This design comes from an exercise in tuning for small area, a short achievable clock period and few clock cycles on the open sky130 flow, not from production work. Function was not checked in any run shown here: the RTL went through the layout flow alone. Power is estimated from default activity; no workload was simulated.

## flow/design.v (module list and top-level ports; edited modules follow where they fit)
// module mul: 968 lines
module mul
(
	input clk,
	input rst,
	input  [31:0] a,
	input  [31:0] b,
	input start,
	output [31:0] res_mul,
	output logic vld
);
  // ...
==> flow/flow/run.sh <==
#!/bin/bash
# The standard ORFS layout with three changes to how it is made:
#  - synthesis skips the generic ABC pass inside Yosys's synth command
#    (SYNTH_ARGS=-noabc), so extract_fa sees the adders as written and maps
#    them to full-adder cells without inverters between them; registers and
#    their names are the standard synthesis's;
#  - the port buffers are sky130_fd_sc_hd__buf_4 instead of a delay buffer;
#  - repair_timing aims for a larger setup margin.
set -euo pipefail
cd "$(dirname "$0")/.."
export SYNTH_ARGS="-noabc"
export BUFFER_PORTS_ARGS="-buffer_cell sky130_fd_sc_hd__buf_4"
export SETUP_SLACK_MARGIN=6.2
bash standard.sh finish > standard.log 2>&1
==> flow/standard.sh <==
#!/bin/bash
# synth_recipe.tcl (not shown) runs the flow's synth.tcl, then flattens the netlist and writes it again
# the make line also repeats each setting of config.mk as NAME=value (left out here)
make -C /OpenROAD-flow-scripts/flow DESIGN_CONFIG=/design/flow/config.mk WORK_HOME=/design/flow/orfs CLKGATE_MAP_FILE= SYNTH_SCRIPT=/design/flow/synth_recipe.tcl "${@:-finish}"
==> flow/config.mk <==
export PLATFORM = sky130hd
export DESIGN_NAME = mul
export DESIGN_NICKNAME = mul
export VERILOG_FILES = /design/flow/design.v
export SDC_FILE = /design/flow/constraint.sdc
export NUM_CORES = 4
export LEC_CHECK = 0
export CAP_MARGIN = 20
export CORE_MARGIN = 2
export CORE_UTILIZATION = 55
export CTS_BUF_LIST = sky130_fd_sc_hd__clkbuf_4 sky130_fd_sc_hd__clkbuf_8
export CTS_CLUSTER_SIZE = 40
export SLEW_MARGIN = 20
==> flow/constraint.sdc <==
create_clock -name core_clock -period 12.0 [get_ports {clk}]
set_input_delay 2.4000 -clock core_clock [delete_from_list [all_inputs] [get_ports {clk}]]
set_output_delay 2.4000 -clock core_clock [all_outputs]
set_load 0.01 [all_outputs]
==> flow_summary.html, run 1 <==
<table>
<tr><th>Metric</th><th>Value</th></tr>
<tr><th colspan="2">Synth</th></tr>
<tr><td>Multiplexer share of the synthesized area</td><td>0.00321</td></tr>
<tr><th colspan="2">Global routing</th></tr>
<tr><td>Pin count of the biggest net entering global routing</td><td>65</td></tr>
<tr><th colspan="2">Critical path</th></tr>
<tr><td>Arrival time of data at the critical path endpoint</td><td>roughly 3.4 ns</td></tr>
<tr><td>Ordered cell list for the critical path</td><td>fa_2 -&gt; fa_2 -&gt; ha_4 -&gt; a41o_4 -&gt; a31o_4 -&gt; a41o_4 -&gt; a21oi_4 -&gt; buf_12 -&gt; o311ai_4 -&gt; a21oi_2 -&gt; xnor2_1 -&gt; buf_4</td></tr>
<tr><td>Req. time, crit path</td><td>9.60 ns</td></tr>
<tr><td>Combined buffer and inverter count along the critical path</td><td>2</td></tr>
<tr><th colspan="2">Drt</th></tr>
<tr><td>Top sig layer</td><td>met4</td></tr>
<tr><td>Total wirelength of the detailed-routed design</td><td>approximately 39000 µm</td></tr>
<tr><td>Detailed Route Iter0 Violations</td><td>982</td></tr>
<tr><td>Routed len/inst</td><td>~25 µm</td></tr>
<tr><th colspan="2">Run status</th></tr>
<tr><td>Result of the run</td><td>finished clean</td></tr>
<tr><th colspan="2">Final layout</th></tr>
<tr><td>Most common cell after layout, fill and taps aside</td><td>sky130_fd_sc_hd__xnor2_1</td></tr>
<tr><td>Layout clock buffer count</td><td>11</td></tr>
<tr><td>Final instance area</td><td>14000 µm²</td></tr>
<tr><td>Fill cell total of the finished layout</td><td>1922</td></tr>
<tr><td>Layout overhead on the synthesized area</td><td>12.0%</td></tr>
<tr><td>Seq cells</td><td>70</td></tr>
<tr><td>Net count reported at finish</td><td>1580</td></tr>
<tr><th colspan="2">Pwr</th></tr>
<tr><td>Max IR drop VDD</td><td>0.363 mV</td></tr>
<tr><td>Proportion of power drawn by combinational gates</td><td>0.825</td></tr>
<tr><th colspan="2">Job</th></tr>
<tr><td>Maxcap violations</td><td>0</td></tr>
<tr><th colspan="2">Floorplanning</th></tr>
<tr><td>Overall die area</td><td>around 24000 µm²</td></tr>
<tr><th colspan="2">Placement</th></tr>
<tr><td>Worst setup slack before clock tree synthesis</td><td>roughly 5.2 ns</td></tr>
<tr><td>Quantity of I/O buffers inserted on ports</td><td>between 90 and 100</td></tr>
<tr><th colspan="2">Timing</th></tr>
<tr><td>Final-layout worst hold slack</td><td>about 2.2 ns</td></tr>
</table>
==> inputs of run 2 (changes only) <==
--- a/flow/design.v
+++ b/flow/design.v
@@ -372,27 +372,28 @@
 logic s413, c414, s417, c418, s419, c420, s421, c422, s423, c424, s425, c426, s427, c428, s429, c430;
 logic s431, c432, s435, c436, s437, c438, s439, c440, s441, c442, s443, c444, s445, c446, s447, c448;
 logic s449, c450, s453, c454, s455, c456, s457, c458, s459, c460, s461, c462, s463, c464, s465, c466;
 logic s467, c468, s469, c470, s473, c474, s475, c476, s477, c478, s479, c480, s481, c482, s483, c484;
 logic s485, c486, s487, c488, s489, c490, s493, c494, s495, c496, s497, c498, s499, c500, s501, c502;
 logic s503, c504, s505, c506, s507, c508, s509, c510, s511, c512, s515, c516, s517, c518, s519, c520;
 logic s521, c522, s523, c524, s525, c526, s527, c528, s529, c530, s531, c532, s533, c534, s537, c538;
 logic s539, c540, s541, c542, s543, c544, s545, c546, s547, c548, s549, c550, s551, c552, s553, c554;
-logic s555, c556, s561, c562, s563, c564, s565, c566, s567, c568, s569, c570, s571, c572, s573, c574;
-logic s575, c576, s577, c578, s579, c580, s585, c586, s587, c588, s589, c590, s591, c592, s593, c594;
-logic s595, c596, s597, c598, s599, c600, s601, c602, s603, c604, s605, c606, s611, c612, s613, c614;
-logic s615, c616, s617, c618, s619, c620, s621, c622, s623, c624, s625, c626, s627, c628, s629, c630;
-logic s631, c632, s637, c638, s639, c640, s641, c642, s643, c644, s645, c646, s647, c648, s649, c650;
-logic s651, c652, s653, c654, s655, c656, s657, c658, s659, c660, s665, c666, s667, c668, s669, c670;
-logic s671, c672, s673, c674, s675, c676, s677, c678, s679, c680, s681, c682, s683, c684, s685, c686;
-logic s687, c688, s693, c694, s695, c696, s697, c698, s699, c700, s701, c702, s703, c704, s705, c706;
-logic s707, c708, s709, c710, s711, c712, s713, c714, s715, c716, s717, c718, s723, s724, s725, s726;
-logic s727, s728, s729, s730, s731, s732, s733, s734, s735, s736, s737, s738, s739, s740, s741, s742;
-logic s743, s744, s745, s746, s752, c753, s754, c755, s756, c757, s758, c759, s760, c761, s762, c763;
+logic s555, c556, s557, c558, s561, c562, s563, c564, s565, c566, s567, c568, s569, c570, s571, c572;
+logic s573, c574, s575, c576, s577, c578, s579, c580, s581, c582, s585, c586, s587, c588, s589, c590;
+logic s591, c592, s593, c594, s595, c596, s597, c598, s599, c600, s601, c602, s603, c604, s605, c606;
+logic s607, c608, s611, c612, s613, c614, s615, c616, s617, c618, s619, c620, s621, c622, s623, c624;
+logic s625, c626, s627, c628, s629, c630, s631, c632, s633, c634, s637, c638, s639, c640, s641, c642;
+logic s643, c644, s645, c646, s647, c648, s649, c650, s651, c652, s653, c654, s655, c656, s657, c658;
+logic s659, c660, s665, c666, s667, c668, s669, c670, s671, c672, s673, c674, s675, c676, s677, c678;
+logic s679, c680, s681, c682, s683, c684, s685, c686, s687, c688, s693, c694, s695, c696, s697, c698;
+logic s699, c700, s701, c702, s703, c704, s705, c706, s707, c708, s709, c710, s711, c712, s713, c714;
+logic s715, c716, s717, c718, s723, s724, s725, s726, s727, s728, s729, s730, s731, s732, s733, s734;
+logic s735, s736, s737, s738, s739, s740, s741, s742, s743, s744, s745, s746, s752, c753, s754, c755;
+logic s756, c757, s758, c759, s760, c761, s762, c763, s764, c765;
 assign s273 = bn1 ^ pp3 ^ pp33;
 assign c274 = (bn1 & pp3) | (pp33 & (bn1 ^ pp3));
 assign s275 = pp4 ^ pp34 ^ c274;
 assign c276 = (pp4 & pp34) | (c274 & (pp4 ^ pp34));
 assign s277 = bn2 ^ pp5 ^ pp35;
 assign c278 = (bn2 & pp5) | (pp35 & (bn2 ^ pp5));
 assign s279 = pp63 ^ s277 ^ c276;
 assign c280 = (pp63 & s277) | (c276 & (pp63 ^ s277));
@@ -641,16 +642,18 @@
 assign s549 = s537 ^ s539 ^ s541;
 assign c550 = (s537 & s539) | (s541 & (s537 ^ s539));
 assign s551 = s543 ^ c524 ^ c526;
 assign c552 = (s543 & c524) | (c526 & (s543 ^ c524));
 assign s553 = s545 ^ s547 ^ s549;
 assign c554 = (s545 & s547) | (s549 & (s545 ^ s547));
 assign s555 = c528 ^ c530 ^ s551;
 assign c556 = (c528 & c530) | (s551 & (c528 ^ c530));
+assign s557 = s553 ^ c532 ^ s555;
+assign c558 = (s553 & c532) | (s555 & (s553 ^ c532));
 assign s561 = pp26 ^ pp56 ^ pp84;
 assign c562 = (pp26 & pp56) | (pp84 & (pp26 ^ pp56));
 assign s563 = pp110 ^ pp134 ^ pp156;
 assign c564 = (pp110 & pp134) | (pp156 & (pp110 ^ pp134));
 assign s565 = pp176 ^ pp194 ^ pp210;
 assign c566 = (pp176 & pp194) | (pp210 & (pp176 ^ pp194));
 assign s567 = pp224 ^ pp236 ^ pp246;
 assign c568 = (pp224 & pp236) | (pp246 & (pp224 ^ pp236));
@@ -661,16 +664,18 @@
 assign s573 = s563 ^ s565 ^ s567;
 assign c574 = (s563 & s565) | (s567 & (s563 ^ s565));
 assign s575 = c546 ^ c548 ^ c550;
 assign c576 = (c546 & c548) | (c550 & (c546 ^ c548));
 assign s577 = s569 ^ s571 ^ s573;
 assign c578 = (s569 & s571) | (s573 & (s569 ^ s571));
 assign s579 = c552 ^ c554 ^ s575;
 assign c580 = (c552 & c554) | (s575 & (c552 ^ c554));
+assign s581 = s577 ^ c556 ^ s579;
+assign c582 = (s577 & c556) | (s579 & (s577 ^ c556));
 assign s585 = bn13 ^ pp27 ^ pp57;
 assign c586 = (bn13 & pp27) | (pp57 & (bn13 ^ pp27));
 assign s587 = pp85 ^ pp111 ^ pp135;
 assign c588 = (pp85 & pp111) | (pp135 & (pp85 ^ pp111));
 assign s589 = pp157 ^ pp177 ^ pp195;
 assign c590 = (pp157 & pp177) | (pp195 & (pp157 ^ pp177));
 assign s591 = pp211 ^ pp225 ^ pp237;
 assign c592 = (pp211 & pp225) | (pp237 & (pp211 ^ pp225));
@@ -683,16 +688,18 @@
 assign s599 = s589 ^ s591 ^ s593;
 assign c600 = (s589 & s591) | (s593 & (s589 ^ s591));
 assign s601 = c570 ^ c572 ^ c574;
 assign c602 = (c570 & c572) | (c574 & (c570 ^ c572));
 assign s603 = s595 ^ s597 ^ s599;
 assign c604 = (s595 & s597) | (s599 & (s595 ^ s597));
 assign s605 = c576 ^ c578 ^ s601;
 assign c606 = (c576 & c578) | (s601 & (c576 ^ c578));
+assign s607 = s603 ^ c580 ^ s605;
+assign c608 = (s603 & c580) | (s605 & (s603 ^ c580));
 assign s611 = pp28 ^ pp58 ^ pp86;
 assign c612 = (pp28 & pp58) | (pp86 & (pp28 ^ pp58));
 assign s613 = pp112 ^ pp136 ^ pp158;
 assign c614 = (pp112 & pp136) | (pp158 & (pp112 ^ pp136));
 assign s615 = pp178 ^ pp196 ^ pp212;
 assign c616 = (pp178 & pp196) | (pp212 & (pp178 ^ pp196));
 assign s617 = pp226 ^ pp238 ^ pp248;
 assign c618 = (pp226 & pp238) | (pp248 & (pp226 ^ pp238));
@@ -705,16 +712,18 @@
 assign s625 = s615 ^ s617 ^ c596;
 assign c626 = (s615 & s617) | (c596 & (s615 ^ s617));
 assign s627 = c598 ^ c600 ^ s619;
 assign c628 = (c598 & c600) | (s619 & (c598 ^ c600));
 assign s629 = s621 ^ s623 ^ c602;
 assign c630 = (s621 & s623) | (c602 & (s621 ^ s623));
 assign s631 = s625 ^ c604 ^ s627;
 assign c632 = (s625 & c604) | (s627 & (s625 ^ c604));
+assign s633 = c606 ^ s629 ^ s631;
+assign c634 = (c606 & s629) | (s631 & (c606 ^ s629));
 assign s637 = bn14 ^ pp29 ^ pp59;
 assign c638 = (bn14 & pp29) | (pp59 & (bn14 ^ pp29));
 assign s639 = pp87 ^ pp113 ^ pp137;
 assign c640 = (pp87 & pp113) | (pp137 & (pp87 ^ pp113));
 assign s641 = pp159 ^ pp179 ^ pp197;
 assign c642 = (pp159 & pp179) | (pp197 & (pp159 ^ pp179));
 assign s643 = pp213 ^ pp227 ^ pp239;
 assign c644 = (pp213 & pp227) | (pp239 & (pp213 ^ pp227));
@@ -815,21 +824,23 @@
 assign s756 = s273 ^ c755;
 assign c757 = s273 & c755;
 assign s758 = s275 ^ c757;
 assign c759 = s275 & c757;
 assign s760 = s279 ^ c759;
 assign c761 = s279 & c759;
 assign s762 = s283 ^ c761;
 assign c763 = s283 & c761;
+assign s764 = s289 ^ c763;
+assign c765 = s289 & c763;
 logic c288_q, s293_q, c290_q, c294_q, s301_q, c320_q, s329_q, c322_q, c330_q, s341_q, c354_q, s367_q, c356_q, c368_q, s381_q, c398_q;
-logic s413_q, c400_q, c414_q, s431_q, c432_q, s449_q, c450_q, s469_q, c470_q, s489_q, c490_q, s511_q, c512_q, s533_q, s553_q, c532_q;
-logic s555_q, c534_q, s577_q, c556_q, s579_q, s603_q, c580_q, s605_q, c606_q, s629_q, s631_q, c632_q, s657_q, s659_q, s685_q, c660_q;
-logic s687_q, s715_q, c688_q, s717_q, c712_q, s746_q, c714_q, c716_q, c718_q, s752_q, s754_q, s756_q, s758_q, s760_q, s762_q, s289_q;
-logic s321_q, s311_q, s355_q, s399_q, c763_q;
+logic s413_q, c400_q, c414_q, s431_q, c432_q, s449_q, c450_q, s469_q, c470_q, s489_q, c490_q, s511_q, c512_q, s533_q, c534_q, s557_q;
+logic c558_q, s581_q, c582_q, s607_q, c608_q, s633_q, c632_q, s657_q, s659_q, c634_q, s685_q, c660_q, s687_q, s715_q, c688_q, s717_q;
+logic c712_q, s746_q, c714_q, c716_q, c718_q, s752_q, s754_q, s756_q, s758_q, s760_q, s762_q, s764_q, s321_q, s311_q, s355_q, s399_q;
+logic c765_q;
 always_ff @(posedge clk) begin
 	vld <= start & ~rst;
 	c288_q <= c288;
 	s293_q <= s293;
 	c290_q <= c290;
 	c294_q <= c294;
 	s301_q <= s301;
 	c320_q <= c320;
@@ -852,32 +863,28 @@
 	c450_q <= c450;
 	s469_q <= s469;
 	c470_q <= c470;
 	s489_q <= s489;
 	c490_q <= c490;
 	s511_q <= s511;
 	c512_q <= c512;
 	s533_q <= s533;
-	s553_q <= s553;
-	c532_q <= c532;
-	s555_q <= s555;
 	c534_q <= c534;
-	s577_q <= s577;
-	c556_q <= c556;
-	s579_q <= s579;
-	s603_q <= s603;
-	c580_q <= c580;
-	s605_q <= s605;
-	c606_q <= c606;
-	s629_q <= s629;
-	s631_q <= s631;
+	s557_q <= s557;
+	c558_q <= c558;
+	s581_q <= s581;
+	c582_q <= c582;
+	s607_q <= s607;
+	c608_q <= c608;
+	s633_q <= s633;
 	c632_q <= c632;
 	s657_q <= s657;
 	s659_q <= s659;
+	c634_q <= c634;
 	s685_q <= s685;
 	c660_q <= c660;
 	s687_q <= s687;
 	s715_q <= s715;
 	c688_q <= c688;
 	s717_q <= s717;
 	c712_q <= c712;
 	s746_q <= s746;
@@ -885,27 +892,27 @@
 	c716_q <= c716;
 	c718_q <= c718;
 	s752_q <= s752;
 	s754_q <= s754;
 	s756_q <= s756;
 	s758_q <= s758;
 	s760_q <= s760;
 	s762_q <= s762;
-	s289_q <= s289;
+	s764_q <= s764;
 	s321_q <= s321;
 	s311_q <= s311;
 	s355_q <= s355;
 	s399_q <= s399;
-	c763_q <= c763;
+	c765_q <= c765;
 end
 logic s295, c296, s303, c304, s331, c332, s343, c344, s369, c370, s383, c384, s415, c416, s433, c434;
-logic s451, c452, s471, c472, s491, c492, s513, c514, s535, c536, s557, c558, s559, c560, s581, c582;
-logic s583, c584, s607, c608, s609, c610, s633, c634, s635, c636, s661, c662, s663, c664, s689, c690;
-logic s691, c692, s719, c720, s721, c722, s747, s748, s749, s750, s751;
+logic s451, c452, s471, c472, s491, c492, s513, c514, s535, c536, s559, c560, s583, c584, s609, c610;
+logic s635, c636, s661, c662, s663, c664, s689, c690, s691, c692, s719, c720, s721, c722, s747, s748;
+logic s749, s750, s751;
 assign s295 = c288_q ^ s293_q ^ c290_q;
 assign c296 = (c288_q & s293_q) | (c290_q & (c288_q ^ s293_q));
 assign s303 = c294_q ^ s301_q ^ c296;
 assign c304 = (c294_q & s301_q) | (c296 & (c294_q ^ s301_q));
 assign s331 = c320_q ^ s329_q ^ c322_q;
 assign c332 = (c320_q & s329_q) | (c322_q & (c320_q ^ s329_q));
 assign s343 = c330_q ^ s341_q ^ c332;
 assign c344 = (c330_q & s341_q) | (c332 & (c330_q ^ s341_q));
@@ -922,47 +929,39 @@
 assign s471 = c450_q ^ s469_q ^ c452;
 assign c472 = (c450_q & s469_q) | (c452 & (c450_q ^ s469_q));
 assign s491 = c470_q ^ s489_q;
 assign c492 = c470_q & s489_q;
 assign s513 = c490_q ^ s511_q ^ c492;
 assign c514 = (c490_q & s511_q) | (c492 & (c490_q ^ s511_q));
 assign s535 = c512_q ^ s533_q;
 assign c536 = c512_q & s533_q;
-assign s557 = s553_q ^ c532_q ^ s555_q;
-assign c558 = (s553_q & c532_q) | (s555_q & (s553_q ^ c532_q));
-assign s559 = c534_q ^ s557 ^ c536;
-assign c560 = (c534_q & s557) | (c536 & (c534_q ^ s557));
-assign s581 = s577_q ^ c556_q ^ s579_q;
-assign c582 = (s577_q & c556_q) | (s579_q & (s577_q ^ c556_q));
-assign s583 = c558 ^ s581;
-assign c584 = c558 & s581;
-assign s607 = s603_q ^ c580_q ^ s605_q;
-assign c608 = (s603_q & c580_q) | (s605_q & (s603_q ^ c580_q));
-assign s609 = c582 ^ s607 ^ c584;
-assign c610 = (c582 & s607) | (c584 & (c582 ^ s607));
-assign s633 = c606_q ^ s629_q ^ s631_q;
-assign c634 = (c606_q & s629_q) | (s631_q & (c606_q ^ s629_q));
-assign s635 = c608 ^ s633;
-assign c636 = c608 & s633;
+assign s559 = c534_q ^ s557_q ^ c536;
+assign c560 = (c534_q & s557_q) | (c536 & (c534_q ^ s557_q));
+assign s583 = c558_q ^ s581_q;
+assign c584 = c558_q & s581_q;
+assign s609 = c582_q ^ s607_q ^ c584;
+assign c610 = (c582_q & s607_q) | (c584 & (c582_q ^ s607_q));
+assign s635 = c608_q ^ s633_q;
+assign c636 = c608_q & s633_q;
 assign s661 = c632_q ^ s657_q ^ s659_q;
 assign c662 = (c632_q & s657_q) | (s659_q & (c632_q ^ s657_q));
-assign s663 = c634 ^ c636;
-assign c664 = c634 & c636;
+assign s663 = c634_q ^ c636;
+assign c664 = c634_q & c636;
 assign s689 = s685_q ^ c660_q ^ s687_q;
 assign c690 = (s685_q & c660_q) | (s687_q & (s685_q ^ c660_q));
 assign s691 = c662 ^ s689;
 assign c692 = c662 & s689;
 assign s719 = s715_q ^ c688_q ^ s717_q;
 assign c720 = (s715_q & c688_q) | (s717_q & (s715_q ^ c688_q));
 assign s721 = c690 ^ s719;
 assign c722 = c690 & s719;
 assign s747 = c712_q ^ s746_q;
 assign s748 = c714_q ^ s747;
 assign s749 = s748 ^ c716_q;
 assign s750 = s749 ^ c718_q;
 assign s751 = s750 ^ c720;
-logic [25:0] r0, r1;
-assign r0 = {c722, c692, c664, s661, c610, s609, c560, s559, c514, s513, c472, s471, c434, s433, s415, c384, s383, s369, c344, s343, s331, s321_q, c304, s303, s295, s289_q};
-assign r1 = {s751, s721, s691, s663, s635, 1'b0, s583, 1'b0, s535, 1'b0, s491, 1'b0, s451, 1'b0, 1'b0, s399_q, 1'b0, 1'b0, s355_q, 1'b0, 1'b0, 1'b0, s311_q, 1'b0, 1'b0, 1'b0};
-assign res_mul[31:6] = r0 + r1 + {25'b0, c763_q};
-assign res_mul[5:0] = {s762_q, s760_q, s758_q, s756_q, s754_q, s752_q};
+logic [24:0] r0, r1;
+assign r0 = {c722, c692, c664, s661, c610, s609, c560, s559, c514, s513, c472, s471, c434, s433, s415, c384, s383, s369, c344, s343, s331, s321_q, c304, s303, s295};
+assign r1 = {s751, s721, s691, s663, s635, 1'b0, s583, 1'b0, s535, 1'b0, s491, 1'b0, s451, 1'b0, 1'b0, s399_q, 1'b0, 1'b0, s355_q, 1'b0, 1'b0, 1'b0, s311_q, 1'b0, 1'b0};
+assign res_mul[31:7] = r0 + r1 + {24'b0, c765_q};
+assign res_mul[6:0] = {s764_q, s762_q, s760_q, s758_q, s756_q, s754_q, s752_q};
 endmodule
==> run 2 against run 1 <==
Compared with the run above: die area hardly changed; first-iteration DRC count is 4.4% lower; sequential share of layout area is 0.58 points lower; synthesized cell count is 0.49% higher; power is 3.7% lower; worst hold slack worse by 0.0020 ns; largest cell class unchanged; largest power group unchanged.
==> flow_summary.html, run 2 <==
<table>
<tr><th>Metric</th><th>Value</th></tr>
<tr><th colspan="2">Critical path</th></tr>
<tr><td>Arrival time of data at the critical path endpoint</td><td>3.51 ns (+0.12 ns)</td></tr>
<tr><td>Startpoint kind of the worst setup timing path</td><td>flop</td></tr>
<tr><td>Req. time, crit path</td><td>9.60 ns (about the same)</td></tr>
<tr><td>CP Capture Type</td><td>output pin</td></tr>
<tr><td>Class of the most critical setup path</td><td>flop to output pin</td></tr>
<tr><td>Maximum fanout encountered on the critical timing path</td><td>2</td></tr>
<tr><th colspan="2">Timing</th></tr>
<tr><td>Setup repair after global routing missed its margin</td><td>true</td></tr>
<tr><td>Hold Vio Cnt, Final</td><td>0</td></tr>
<tr><td>Maximum achievable frequency</td><td>169 MHz</td></tr>
<tr><td>Slew at the pin with the worst max-slew slack</td><td>0.605 ns</td></tr>
<tr><td>Number of setup violations in the final report</td><td>0</td></tr>
<tr><td>Final clock period utilization by the worst path</td><td>0.493</td></tr>
<tr><td>Final Max Slew Viols</td><td>0</td></tr>
<tr><td>Setup_tns</td><td>0 ns</td></tr>
<tr><td>Time the final worst path needs with I/O delays and setup</td><td>5.91 ns</td></tr>
<tr><td>Rel. slew slack</td><td>0.597</td></tr>
<tr><th colspan="2">Global routing</th></tr>
<tr><td>Vias in the first global route</td><td>10100</td></tr>
<tr><td>First-pass GRT wire length</td><td>60100 µm</td></tr>
<tr><td>GRT Residual Overflow</td><td>0</td></tr>
<tr><td>Antenna violations before repair</td><td>0</td></tr>
<tr><td>Gr usage total</td><td>0.334</td></tr>
<tr><td>Pin count of the biggest net entering global routing</td><td>57 (-12%)</td></tr>
<tr><th colspan="2">Synth</th></tr>
<tr><td>Avg Inst Size Synth</td><td>10.1 µm²</td></tr>
<tr><td>Largest area contributor in the synthesized netlist</td><td>sky130_fd_sc_hd__fa_1</td></tr>
<tr><td>Fraction of the yosys area taken by sequential cells</td><td>0.106</td></tr>
<tr><td>Yosys synthesis warning count</td><td>1</td></tr>
<tr><td>Portion of synthesized cell area occupied by the leading cell type</td><td>0.343</td></tr>
<tr><td>Ys flop type</td><td>sky130_fd_sc_hd__dfxtp_1</td></tr>
<tr><td>Leading post-synthesis cells by instance count</td><td>sky130_fd_sc_hd__xnor2_1, sky130_fd_sc_hd__a22oi_1, sky130_fd_sc_hd__fa_1, sky130_fd_sc_hd__clkbuf_1, sky130_fd_sc_hd__dfxtp_1</td></tr>
<tr><td>Post-Synthesis Cells</td><td>1239</td></tr>
<tr><td>Share of synthesized flip-flops with an asynchronous set or reset</td><td>0</td></tr>
<tr><td>Net count of the mapped netlist</td><td>~1600</td></tr>
<tr><td>Most frequently used cell type in the post-synthesis netlist</td><td>sky130_fd_sc_hd__xnor2_1</td></tr>
<tr><td>Number of synthesized register bits</td><td>66</td></tr>
<tr><td>EDFF count, synth</td><td>0</td></tr>
<tr><td>Netlist cell types</td><td>44</td></tr>
<tr><td>Largest cells by area after synthesis</td><td>sky130_fd_sc_hd__fa_1, sky130_fd_sc_hd__xnor2_1, sky130_fd_sc_hd__a22oi_1</td></tr>
<tr><td>Synthesized cell area</td><td>12500 µm²</td></tr>
<tr><th colspan="2">Placement</th></tr>
<tr><td>Quantity of I/O buffers inserted on ports</td><td>99 (unchanged)</td></tr>
<tr><td>Number of placed cells counting well taps</td><td>1510</td></tr>
<tr><td>Placed wire-length estimate</td><td>26800 µm</td></tr>
<tr><td>Placer Congestion</td><td>0.903</td></tr>
<tr><th colspan="2">Run status</th></tr>
<tr><td>Result of the run</td><td>finished clean</td></tr>
<tr><th colspan="2">CTS</th></tr>
<tr><td>Register clock-pin slew on the reported worst setup and hold paths</td><td>0.09 ns</td></tr>
<tr><td>CTS Root Buffer Type</td><td>sky130_fd_sc_hd__clkbuf_8</td></tr>
<tr><td>Post-CTS Hold Fix Bufs</td><td>0</td></tr>
<tr><td>Number of buffers between clock root and the deepest sink</td><td>2</td></tr>
<tr><td>CTS Buf Count</td><td>9</td></tr>
<tr><td>CTS H-tree lvls</td><td>3</td></tr>
<tr><td>TritonCTS clock tree</td><td>built</td></tr>
<tr><td>CTS sink cnt</td><td>66</td></tr>
<tr><th colspan="2">Pwr</th></tr>
<tr><td>Overall Power</td><td>approximately 4.1 mW</td></tr>
<tr><td>Leakage</td><td>5.21 nW</td></tr>
<tr><td>Max IR drop VDD</td><td>0.447 mV (+23%)</td></tr>
<tr><td>Ratio of total power to cell area</td><td>just under 300 nW/µm²</td></tr>
<tr><th colspan="2">Drt</th></tr>
<tr><td>Routed metal-1 wire length</td><td>16300 µm</td></tr>
<tr><td>Count of TritonRoute iterations in the first routing pass</td><td>6</td></tr>
<tr><td>Met2 wire length</td><td>18500 µm</td></tr>
<tr><td>Total number of vias</td><td>9775</td></tr>
<tr><td>Amount of wire on met3 after detailed routing</td><td>3160 µm</td></tr>
<tr><td>Via density per instance</td><td>roughly 6.3</td></tr>
<tr><td>Top sig layer</td><td>met4</td></tr>
<tr><td>Total wirelength of the detailed-routed design</td><td>38800 µm (+0.58%)</td></tr>
<tr><td>Detailed Route Iter0 Violations</td><td>939 (-4.4%)</td></tr>
<tr><td>Number of antenna-violating nets in the routed design</td><td>0</td></tr>
<tr><td>Number of remaining DRC errors</td><td>0</td></tr>
<tr><td>Routed len/inst</td><td>25.1 µm (+0.32%)</td></tr>
<tr><th colspan="2">Job</th></tr>
<tr><td>Maxcap violations</td><td>0 (unchanged)</td></tr>
<tr><th colspan="2">Final layout</th></tr>
<tr><td>Leading cell types in the layout, fill and taps excluded</td><td>sky130_fd_sc_hd__xnor2_1, sky130_fd_sc_hd__a22oi_1, sky130_fd_sc_hd__fa_1, sky130_fd_sc_hd__buf_4, sky130_fd_sc_hd__dfxtp_1</td></tr>
<tr><td>Fill cell total of the finished layout</td><td>1916 (-0.31%)</td></tr>
<tr><td>Multi-input combinational cell area</td><td>10800 µm²</td></tr>
<tr><td>Most common cell after layout, fill and taps aside</td><td>sky130_fd_sc_hd__xnor2_1</td></tr>
<tr><td>Total inserted antenna cells</td><td>0</td></tr>
<tr><td>Net count reported at finish</td><td>1585 (+0.32%)</td></tr>
<tr><td>Cell Count, Final, Fillers Out</td><td>1547</td></tr>
<tr><td>Register area</td><td>1320 µm²</td></tr>
<tr><td>Layout overhead on the synthesized area</td><td>12.3%</td></tr>
<tr><td>Proportion of layout cells with a drive suffix above 1</td><td>0.166</td></tr>
<tr><th colspan="2">Floorplanning</th></tr>
<tr><td>Height of the die</td><td>155 µm</td></tr>
<tr><td>Core Region</td><td>~22000 µm²</td></tr>
<tr><td>Initial standard-cell utilization of the core</td><td>0.556</td></tr>
<tr><td>Width of the chip</td><td>155 µm</td></tr>
<tr><td>Row cnt</td><td>55</td></tr>
<tr><td>Overall die area</td><td>23900 µm² (about the same)</td></tr>
<tr><td>Number of primary I/O pins</td><td>100</td></tr>
<tr><th colspan="2">Worst hold path</th></tr>
<tr><td>Number of instances on the worst hold path</td><td>2</td></tr>
<tr><td>Min-Delay Path Class</td><td>input pin to flop</td></tr>
</table>
## run 2: cell count changes after synthesis, sizes merged, moves of 7 or more
| cell | previous run | this run |
|---|---|---|
| a21oi | 7 | 49 |
| buf | 26 | 36 |
| clkbuf | 98 | 91 |
| inv | 14 | 35 |
| nand2 | 66 | 47 |
| nand2b | 54 | 31 |
| nand3 | 30 | 4 |
| o21ai | 30 | 15 |
| xnor2 | 257 | 282 |
## run 2: kinds of logic after synthesis
kind of cell | synth area share
AOI/OAI and AO/OA | 0.179
xor gates and xnor gates | 0.228
adders and majority gates | 0.390
buffers and inverters | 0.0521
DFF | 0.106
muxes | 0.000802
and+or+nand+nor | 0.0430
## run 2: area by class of cell
cell class              instances  area share
inverters                      37      0.0138
clock inverters                 4     0.00357
repair buffers                134      0.0796
flip-flops and latches         66      0.0945
clock buffers                  12      0.0113
well taps                     285      0.0254
multi-input cells            1009       0.772
## run 2: critical path: stages, from the launching register on
cell and delay, ns:
sky130_fd_sc_hd__dfxtp_2 0.33, sky130_fd_sc_hd__fa_2 0.40, sky130_fd_sc_hd__fa_2 0.60, sky130_fd_sc_hd__ha_4 0.16
sky130_fd_sc_hd__a21oi_4 0.07, sky130_fd_sc_hd__o31ai_4 0.32, sky130_fd_sc_hd__a41oi_4 0.22, sky130_fd_sc_hd__o21a_1 0.25
sky130_fd_sc_hd__o31ai_4 0.19, sky130_fd_sc_hd__buf_6 0.16, sky130_fd_sc_hd__mux2i_1 0.18, sky130_fd_sc_hd__nand4_1 0.09
sky130_fd_sc_hd__buf_4 0.15
## run 2: layer usage
layer / vias up / track usage
li1: 4247 / -
met1: 4943 / 0.466
met2: 533 / 0.547
met3: 52 / 0.0502
met4: 0 / 0.0873
met5: - / 0
## run 2: metrics by stage
stage / hold WS, ns / setup slack (ns) / utilization / cell area [µm²]
after floorplan: 2.47 / 6.21 / - / 12500
after global placement: 2.56 / 5.19 / 0.588 / 13200
after detailed placement: 2.56 / 5.10 / 0.588 / 13200
after CTS: 2.15 / 6.09 / 0.615 / 13800
after global routing: 2.15 / 6.01 / 0.625 / 14000
final: 2.16 / 6.09 / 0.625 / 14000
## run 2: final timing paths
| kind | startpoint | to |
|---|---|---|
| max | s293_q | res_mul[31] |
| min | rst | vld |
## run 2: power by group
part / total (mW) / leakage (nW) / internal, mW / switching [mW]
Clock: 0.216 / 0.102 / 0.110 / 0.107
Combinational: 3.40 / 4.55 / 1.66 / 1.74
Sequential: 0.446 / 0.556 / 0.389 / 0.0566
## run 2: repair_timing
action / 4_1_cts / 5_1_grt
setup endpoints to repair: 55 / 27
setup buffers: 11 / 9
pin swaps: 11 / 11
gates cloned: 1 / 0
gates resized for setup: 50 / 31

[separate check: timing with driven ports]
In the flow no input, the clock included, has a driving cell. The finished layouts below were timed again as built, in two steps. Step 1 sets driving cells, clkbuf_16 on the clock port and buf_2 on the other inputs (assumed; they add their load-dependent delay and slew). Step 2, shift: input delay + t, output delay - t, t = (earliest + latest rising clock arrival at the registers) / 2. This alone moves slack from input paths to output paths. Three values: ideal, step 1, step 2; two values: the first two.
run | shift t [ns] | slack for setup (ns) | latest minus earliest clock arrival (ns)
run 1 | 0.417 | 6.208 / 6.163 / 5.814 | 0.017 / 0.017
run 2 | 0.423 | 6.089 / 6.042 / 5.769 | 0.013 / 0.013
After both steps setup and hold are still met in every run listed. The setup slack of run 1, which loses most, moves by -0.045 ns with the drivers and by -0.394 ns with both steps.
